What follows belongs to an exercise in optimizing a design on an open flow for small area, a short achievable clock period and few clock cycles per item; a production flow would make more cautious choices. RTL that was checked went through simulation tests only; none was proved equivalent to the original.

==> run M <==
// fpu_arith
module fpu_arith
  (
   clk,
   rst,
   opa_i,
   opb_i,
   fpu_op_i,
   rmode_i,
   output_o,
   start_i,
   ready_o,
   ine_o,
   overflow_o,
   underflow_o,
   div_zero_o,
   inf_o,
   zero_o,
   qnan_o,
   snan_o
   );
make LEC_CHECK=0 CAP_MARGIN=20 CORE_MARGIN=2 CORE_UTILIZATION=35 SLEW_MARGIN=20 finish   # period 9.0 ns
run.sh (not shown) runs the stock make flow with config.mk's settings and CLKGATE_MAP_FILE= SYNTH_SCRIPT=/design/flow/synth_recipe.tcl, a recipe that flattens the netlist after the stock synthesis.
==> run Z (differences from run M) <==
--- a/flow/design.v
+++ b/flow/design.v
@@ -195,47 +195,49 @@
    assign expo1_o = c_a ? 9'd1 : c_b ? 9'd1 : s_exp_10b[8] ? 9'b011111111 : s_exp_10b[8:0];
    wire [5:0] 	     s_shr2 = v_shr1[6] ? 6'b111111 : v_shr1[5:0];
    wire [5:0] 	     s_shl2 = v_shl1[5:0];
    assign frac2a_o = (|s_shr2) ? fract_48_i >> s_shr2 : fract_48_i << s_shl2;
    assign lost_o = s_shr2 > s_r_zeros;
 endmodule
 module fpu_mul_s3
   (
-   input [47:0]      frac2a_i,
+   input [47:21]     frac2a_i,  
+   input 	     sticky_i,  
+   input 	     inelow_i,  
    input [8:0] 	     expo1_i,
-   input 	     lost_i,
    input 	     sign_i,
    input [1:0] 	     rmode_i,
    input 	     nan_in,
    input 	     nan_op,
    input 	     inf_in,
    input 	     op_0,
    output [31:0]     output_o,
    output 	     ine_o
    );
    localparam [30:0] INF = 31'b1111111100000000000000000000000;
    localparam [30:0] QNAN = 31'b1111111110000000000000000000000;
    wire [8:0] 	     s_expo2b = frac2a_i[46] ? expo1_i : expo1_i - 9'd1;
    wire 	     s_guard = frac2a_i[22];
    wire 	     s_round = frac2a_i[21];
-   wire 	     s_sticky = (|frac2a_i[20:0]) | lost_i;
+   wire 	     s_sticky = sticky_i;
    wire 	     s_roundup = rmode_i == 2'b00 ?
 				 s_guard & ((s_round | s_sticky) | frac2a_i[23]) :
 				 rmode_i == 2'b10 ?
 				 (s_guard | s_round | s_sticky) & !sign_i :
 				 rmode_i == 2'b11 ?
 				 (s_guard | s_round | s_sticky) & sign_i :
 				 1'b0;
-   wire [24:0] 	     s_frac_rnd = frac2a_i[47:23] + {24'd0, s_roundup};
+   wire [24:0] 	     s_frac_inc = frac2a_i[47:23] + 25'd1;
+   wire [24:0] 	     s_frac_rnd = s_roundup ? s_frac_inc : frac2a_i[47:23];
    wire 	     s_shr3 = s_frac_rnd[24];
    wire [8:0] 	     s_expo3 = (s_shr3 & (s_expo2b != 9'b011111111)) ? s_expo2b + 9'd1 : s_expo2b;
    wire [24:0] 	     s_frac3 = (s_shr3 & (s_expo2b != 9'b011111111)) ? {1'b0, s_frac_rnd[24:1]} : s_frac_rnd;
    wire 	     s_overflow = (s_expo3 == 9'b011111111) & !inf_in;
-   assign ine_o = !op_0 & (lost_i | (|frac2a_i[22:0]) | s_overflow);
+   assign ine_o = !op_0 & (inelow_i | s_overflow);
    assign output_o = (nan_in | nan_op) ? {sign_i, QNAN} :
 		     inf_in | s_overflow ? {sign_i, INF} :
 		     op_0 ? {sign_i, 31'd0} :
 		     {sign_i, s_expo3[7:0], s_frac3[22:0]};
 endmodule
 module fpu_div_s1
   (
    input [31:0]      opa_i,
@@ -364,17 +366,18 @@
    wire 	     s_sticky = s_fraco1[0] | rmndr_nz_i;
    wire 	     s_roundup = rmode_i == 2'b00 ?
 				 s_guard & ((s_round | s_sticky) | s_fraco1[3]) :
 				 rmode_i == 2'b10 ?
 				 (s_guard | s_round | s_sticky) & !sign_i :
 				 rmode_i == 2'b11 ?
 				 (s_guard | s_round | s_sticky) & sign_i :
 				 1'b0;
-   wire [24:0] 	     s_frac_rnd = {1'b0, s_fraco1[26:3]} + {24'd0, s_roundup};
+   wire [24:0] 	     s_frac_inc = {1'b0, s_fraco1[26:3]} + 25'd1;
+   wire [24:0] 	     s_frac_rnd = s_roundup ? s_frac_inc : {1'b0, s_fraco1[26:3]};
    wire 	     s_shr2 = s_frac_rnd[24];
    wire [8:0] 	     s_expo3 = s_shr2 ? s_expo2 + 9'd1 : s_expo2;
    wire [24:0] 	     s_fraco2 = s_shr2 ? {1'b0, s_frac_rnd[24:1]} : s_frac_rnd;
    wire 	     s_lost = s_shr2 ? lost1 : lost0;
    wire 	     s_op_0 = opa_0 | opb_0;
    wire 	     s_opab_0 = opa_0 & opb_0;
    wire 	     s_nan_op = (infa & infb) | s_opab_0;
    wire 	     s_inf_result = (&s_expo3[7:0]) | s_expo3[8] | opb_0;
@@ -567,17 +570,19 @@
    localparam [30:0] QNAN = 31'b11111111_10000000000000000000000;
    localparam [30:0] SNAN = 31'b11111111_00000000000000000000001;
    reg 		     busy;
    reg [3:0] 	     cnt;
    wire 	     op_as = fpu_op_i[2:1] == 2'b00;
    wire 	     op_mul = fpu_op_i == 3'd2;
    wire 	     op_div = fpu_op_i == 3'd3;
    wire 	     op_cv = fpu_op_i[2];
-   wire 	     last = busy & (op_as ? cnt == 4'd0 : op_mul ? cnt == 4'd1 : cnt == 4'd7);
+   reg 		     mul_fast;
+   wire 	     last = busy & (op_as ? cnt == 4'd0 :
+				    op_mul ? (cnt == 4'd1 | mul_fast) : cnt == 4'd7);
    always @(posedge clk or posedge rst)
      if (rst) begin
 	busy <= 1'b0;
 	ready_o <= 1'b0;
 	cnt <= 4'd0;
      end else begin
 	if (start_i) begin
 	   busy <= !op_cv;
@@ -658,39 +663,50 @@
       .nan_op(infa & infb & (sa ^ (op0 ^ sb))),
       .nan_sign(as_nsign),
       .inf_in(infa | infb),
       .output_o(as_out), .ine_o(as_ine));
    wire [35:0] mul_prod_d;
    wire [9:0]  mul_e_d;
    reg [47:0]  mul_m;
    reg [9:0]   mul_e;
-   reg 	       mul_lost;
+   reg 	       mul_or;
    wire [47:0] mul_frac2a_d;
    wire [8:0]  mul_expo1_d;
    wire        mul_lost_d;
    fpu_mul_s1 u_mul_s1 (.opa_i(opa_i), .opb_i(opb_i), .first(!busy), .plo_i(mul_m[35:0]),
 			.prod_o(mul_prod_d), .exp_10_o(mul_e_d));
    fpu_mul_s2 u_mul_s2 (.fract_48_i(mul_m), .exp_10_i(mul_e), .frac2a_o(mul_frac2a_d),
 			.expo1_o(mul_expo1_d), .lost_o(mul_lost_d));
+   wire [8:0]  mul_esum = {1'b0, opa_i[30:23]} + {1'b0, opb_i[30:23]};
+   wire        mul_fast_d = (|opa_i[30:23]) & !(&opa_i[30:23]) &
+	       (|opb_i[30:23]) & !(&opb_i[30:23]) &
+	       (mul_esum >= 9'd128) & (mul_esum <= 9'd381);
    always @(posedge clk)
      if (start_i) begin
 	mul_m <= {12'd0, mul_prod_d};
 	mul_e <= mul_e_d;
+	mul_fast <= mul_fast_d;
      end else if (busy & op_mul & cnt == 4'd0) begin
 	mul_m <= {mul_prod_d, mul_m[11:0]};
+	mul_or <= |{mul_prod_d[8:0], mul_m[11:0]};
      end else if (busy & op_mul) begin
 	mul_m <= mul_frac2a_d;
 	mul_e <= {1'b0, mul_expo1_d};
-	mul_lost <= mul_lost_d;
+	mul_or <= (|mul_frac2a_d[20:0]) | mul_lost_d;
      end
+   wire        mul_sh = mul_fast & mul_m[47];
+   wire [47:21] mul_fx = mul_sh ? {1'b0, mul_m[47:22]} : mul_m[47:21];
+   wire [8:0]  mul_ex = mul_e[8:0] + {8'd0, mul_sh};
    wire [31:0] mul_out;
    wire        mul_ine;
    fpu_mul_s3 u_mul_s3
-     (.frac2a_i(mul_m), .expo1_i(mul_e[8:0]), .lost_i(mul_lost), .sign_i(sab),
+     (.frac2a_i(mul_fx), .sticky_i(mul_or | (mul_sh & mul_m[21])),
+      .inelow_i(mul_or | mul_m[21] | mul_m[22] | (mul_sh & mul_m[23])),
+      .expo1_i(mul_ex), .sign_i(sab),
       .rmode_i(rm_r), .nan_in(nana | nanb), .nan_op((infa | infb) & (za | zb)),
       .inf_in(infa | infb), .op_0(za | zb),
       .output_o(mul_out), .ine_o(mul_ine));
    wire [23:0] div_a_d, div_b_d;
    wire [9:0]  div_e_d;
    reg [27:0]  div_s, div_c, div_q, div_qm;
    reg [23:0]  div_b;
    reg [9:0]   div_e;
==> summary.txt <==
| quantity | run Z | run M |
|---|---|---|
| Run status | no timing/DRC/antenna violations | finished with violations |
| Violated checks | - | negative setup slack |
| Worst Setup Slack, final | 0.1342 ns | -0.1627 ns |
| Non-clock buffering overhead | 0.08908 | 0.1148 |
| Vias per cell | 6.217 | 6.119 |
| Hold-critical path endpoint | div_c[25] | div_qm[0] |
| Crit path arrival time | 7.07 ns | 7.36 ns |
| # diodes | 12 | 15 |
| Slack of the worst reg-to-reg path | 0.21 ns | 0.28 ns |
| Buf+Inv Stages, Crit Path | 5 | 6 |
| Post-layout instance area | 0.08563 sq mm | 0.08603 sq mm |
| Post-Syn Instances | 10100 | 9571 |
| Core Area | 0.2117 sq mm | 0.2046 sq mm |
| Pin count of the biggest net entering global routing | 79 | 87 |
Testbench counts of run Z, summed over its fixed seeds: cycles 40,382, ops 16,000.
Only the layout flow was run in run M; the RTL was not checked for function there.

---

==> 10-23: inputs <==
Another version of the RTL of fpu_arith (not shown whole).
==> module fpu_conv_s1, before the edit <==
module fpu_conv_s1
  (
   input [31:0]      opa,
   input 	     op_f2i,  
   input [1:0] 	     rmode,
   output [22:0]     fract_out,
   output 	     r_o,
   output 	     s_o,
   output [7:0]      exp_out,
   output 	     exp_in_lt_half_o,
   output 	     f2i_zero_o,
   output 	     f2i_max_o,
   output 	     fract_in_00_o,
   output 	     fract_in_lo_nz_o,
   output 	     sign_a_o,
   output 	     sign_b_o
   );
   wire 	     opas = opa[31];
   wire [7:0] 	     expa = opa[30:23];
   wire 	     opa_inf = (&expa) & !(|opa[22:0]);
   wire 	     opa_nan = (&expa) & (|opa[22:0]);
   wire [7:0] 	     exp_in = op_f2i ? expa : 8'd0;
   wire [47:0] 	     fract_in = op_f2i ?
			       (opas ? 48'd1 - {24'h00, (|expa), opa[22:0]} - 48'd1 :
				{24'h0, (|expa), opa[22:0]}) :
			       (opas ? 48'd1 - {opa[30:0], 17'h01} : {opa[30:0], 17'h0});
   reg [5:0] 	     fi_ldz;
   integer 	     i;
   always @* begin
      fi_ldz = 6'd48;
      for (i = 1; i < 48; i = i + 1)
	if (fract_in[i]) fi_ldz = 6'd48 - i;
   end
   wire 	     fract_in_00 = !(|fract_in);
   wire 	     rmode_00 = rmode == 2'b00;
   wire 	     rmode_11 = rmode == 2'b11;
   wire 	     exp_in_00 = !(|exp_in);
   wire [7:0] 	     f2i_emin = rmode_00 ? 8'h7e : 8'h7f;
   wire 	     f2i_exp_gt_max = exp_in > 8'h9d;
   wire 	     f2i_exp_lt_min = exp_in < f2i_emin;
   wire 	     f2i_zero = (((f2i_exp_lt_min & (opas & (!rmode_11 | fract_in_00))) |
				  (f2i_exp_lt_min & !opas) |
				  (f2i_exp_gt_max & opas))
				 & !(&exp_in)) |
			        (opa_inf & opas) |
			        (fract_in_00 & exp_in_00);
   wire 	     f2i_max = ((((!opas & f2i_exp_gt_max) |
				  (f2i_exp_lt_min & !fract_in_00 & rmode_11 & opas))
				 & !(&exp_in)) |
				(opa_nan | (opa_inf & !opas))) &
			       !(opas & fract_in_00 & exp_in_00);
   wire [7:0] 	     f2i_shft = exp_in - 8'h7d;
   wire [7:0] 	     conv_shft = op_f2i ? f2i_shft : {2'h0, fi_ldz};
   wire [47:0] 	     fract_in_shftl = (|conv_shft[7:6] | (f2i_zero & op_f2i)) ?
				      48'd0 : fract_in << conv_shft[5:0];
   assign fract_out = fract_in_shftl[47:25];
   assign r_o = fract_in_shftl[24];
   assign s_o = |fract_in_shftl[23:0];
   wire [7:0] 	     exp_i2f = fract_in_00 ? (opas ? 8'h9e : 8'd0) : (8'h9e - {2'd0, fi_ldz});
   wire [55:0] 	     exp_f2i_1 = {{8{fract_in[47]}}, fract_in} << f2i_shft;
   wire [7:0] 	     exp_f2i = f2i_zero ? 8'd0 : f2i_max ? 8'hff : exp_f2i_1[55:48];
   assign exp_out = op_f2i ? exp_f2i : exp_i2f;
   assign exp_in_lt_half_o = exp_in < 8'h80;
   assign f2i_zero_o = f2i_zero;
   assign f2i_max_o = f2i_max;
   assign fract_in_00_o = fract_in_00;
   assign fract_in_lo_nz_o = |fract_in[23:0];
   assign sign_a_o = opas & f2i_exp_gt_max & f2i_zero;
   assign sign_b_o = opa_nan | (f2i_zero & !f2i_max & !(opa_inf & opas));
endmodule
==> flow/config.mk <==
export PLATFORM = sky130hd
export DESIGN_NAME = fpu_arith
export DESIGN_NICKNAME = fpu_arith
export VERILOG_FILES = /design/flow/design.v
export SDC_FILE = /design/flow/constraint.sdc
export NUM_CORES = 4
export LEC_CHECK = 0
export CAP_MARGIN = 20
export CORE_MARGIN = 2
export CORE_UTILIZATION = 35
export SETUP_SLACK_MARGIN = 0.3
export SLEW_MARGIN = 20
==> flow/constraint.sdc <==
create_clock -name core_clock -period 9.0 [get_ports {clk}]
set_input_delay 1.8000 -clock core_clock [delete_from_list [all_inputs] [get_ports {clk}]]
set_output_delay 1.8000 -clock core_clock [all_outputs]
set_load 0.01 [all_outputs]
==> inputs of 01-14, as changes to 10-23 <==
--- a/flow/design.v
+++ b/flow/design.v
@@ -459,4 +459,5 @@
    wire [7:0] 	     conv_shft = op_f2i ? f2i_shft : {2'h0, fi_ldz};
+   wire [55:0] 	     fract_in_shft56 = {{8{fract_in[47]}}, fract_in} << conv_shft[5:0];
    wire [47:0] 	     fract_in_shftl = (|conv_shft[7:6] | (f2i_zero & op_f2i)) ?
-				      48'd0 : fract_in << conv_shft[5:0];
+				      48'd0 : fract_in_shft56[47:0];
    assign fract_out = fract_in_shftl[47:25];
@@ -465,4 +466,4 @@
    wire [7:0] 	     exp_i2f = fract_in_00 ? (opas ? 8'h9e : 8'd0) : (8'h9e - {2'd0, fi_ldz});
-   wire [55:0] 	     exp_f2i_1 = {{8{fract_in[47]}}, fract_in} << f2i_shft;
-   wire [7:0] 	     exp_f2i = f2i_zero ? 8'd0 : f2i_max ? 8'hff : exp_f2i_1[55:48];
+   wire [7:0] 	     exp_f2i_1 = (|f2i_shft[7:6]) ? 8'd0 : fract_in_shft56[55:48];
+   wire [7:0] 	     exp_f2i = f2i_zero ? 8'd0 : f2i_max ? 8'hff : exp_f2i_1;
    assign exp_out = op_f2i ? exp_f2i : exp_i2f;
ABC_AREA = 1   (was unset)
GPL_TIMING_DRIVEN = 0   (was unset)
SETUP_SLACK_MARGIN = unset   (was 0.3)
==> notes <==
10-23 completed without violations. 01-14 finished but fails on negative setup slack.
Against 01-14, the setup slack of 10-23 is higher by 0.59 ns.
Synthesized cell count: 01-14 is larger than 10-23 (about 15%).
Against 10-23, the clock skew of 01-14 is higher by 0.012 ns.
Against 10-23, the sequential share of layout area of 01-14 is higher by 0.66 points.
In 01-14 the register-to-register slack is worse than in 10-23, by 0.54 ns.
Against 01-14, the count of clock-buffer cells in the layout of 10-23 is higher by 9.
In 01-14 the area after synthesis is lower than in 10-23, by about 2.6%.
Against 01-14, the global-route usage of 10-23 is lower by 2.7 points.
==> figures <==
                                                              01-14             10-23
Outcome                                             failed layout checks  no timing/DRC/antenna violations
Layout check failures                          negative setup slack                 -
Length of routed wiring on met1                          158,000 µm        151,000 µm
Syn Nets                                                      12.0k             10.5k
Cell repeated most along the worst path                     a21oi_2             buf_4
Non-clock buffer count in the final layout                      765             1,014
Met2 layer wire length in the routed design              155,000 µm        142,000 µm
Global placer's final weighted congestion                      1.03              1.06
Met2 track demand over resource                               0.543             0.480
Capture point of the worst reg-to-reg path   mul_m[46]$_SDFFE_PN0P_  as_f1[7]$_DFF_P_
Total Negative Setup Slacks                              -0.0897 ns              0 ns
Max Fanout on Critical Path                                      10                 9
Fill cell count                                               21.2k             20.6k
Met3 wire length                                          32,500 µm         31,800 µm
Critical Path Sink                           mul_m[46]$_SDFFE_PN0P_  as_f1[7]$_DFF_P_
Post-Synth XOR/XNOR Area                                     0.0525            0.0543
Testbench counts of 10-23, summed over its fixed seeds: cycles 40,382, ops 16,000.
Testbench counts of 01-14, summed over its fixed seeds: cycles 40,382, ops 16,000.

re-timing with driven ports:
No port has a modelled driver above. Below, the same layouts with a new extraction and two added sets of constraints. Step 1: set_driving_cell puts a clkbuf_16 on clk and a buf_2 on each other input, an assumption about the parent block. Step 2 also shifts input and output timing later by t, the mid clock arrival at the registers, as if the neighbouring blocks saw the same clock. Three values: no drivers, after step 1, after step 2; two values: the first two.
| run | shift t [ns] | setup WS [ns] | hold slack, ns | worst setup path after step 2 | clock arrival spread, ns |
|---|---|---|---|---|---|
| run M | 0.778 | -0.163 / -0.257 / -0.439 | 0.464 / 0.464 / 0.464 | input to register | 0.059 / 0.059 |
| run Z | 0.789 | 0.134 / 0.038 / -0.400 | 0.465 / 0.465 / 0.465 | input to register | 0.076 / 0.076 |
| 10-23 | 0.764 | 0.497 / 0.414 / -0.172 | 0.462 / 0.462 / 0.462 | input to register | 0.028 / 0.028 |
| 01-14 | 0.792 | -0.090 / -0.066 / -0.859 | 0.431 / 0.431 / 0.431 | input to register | 0.040 / 0.041 |
Met with ideal ports but missed after step 2: setup timing in run Z and 10-23. For 01-14, which loses most, drivers alone change the setup slack by +0.024 ns; drivers and shift together by -0.769 ns.
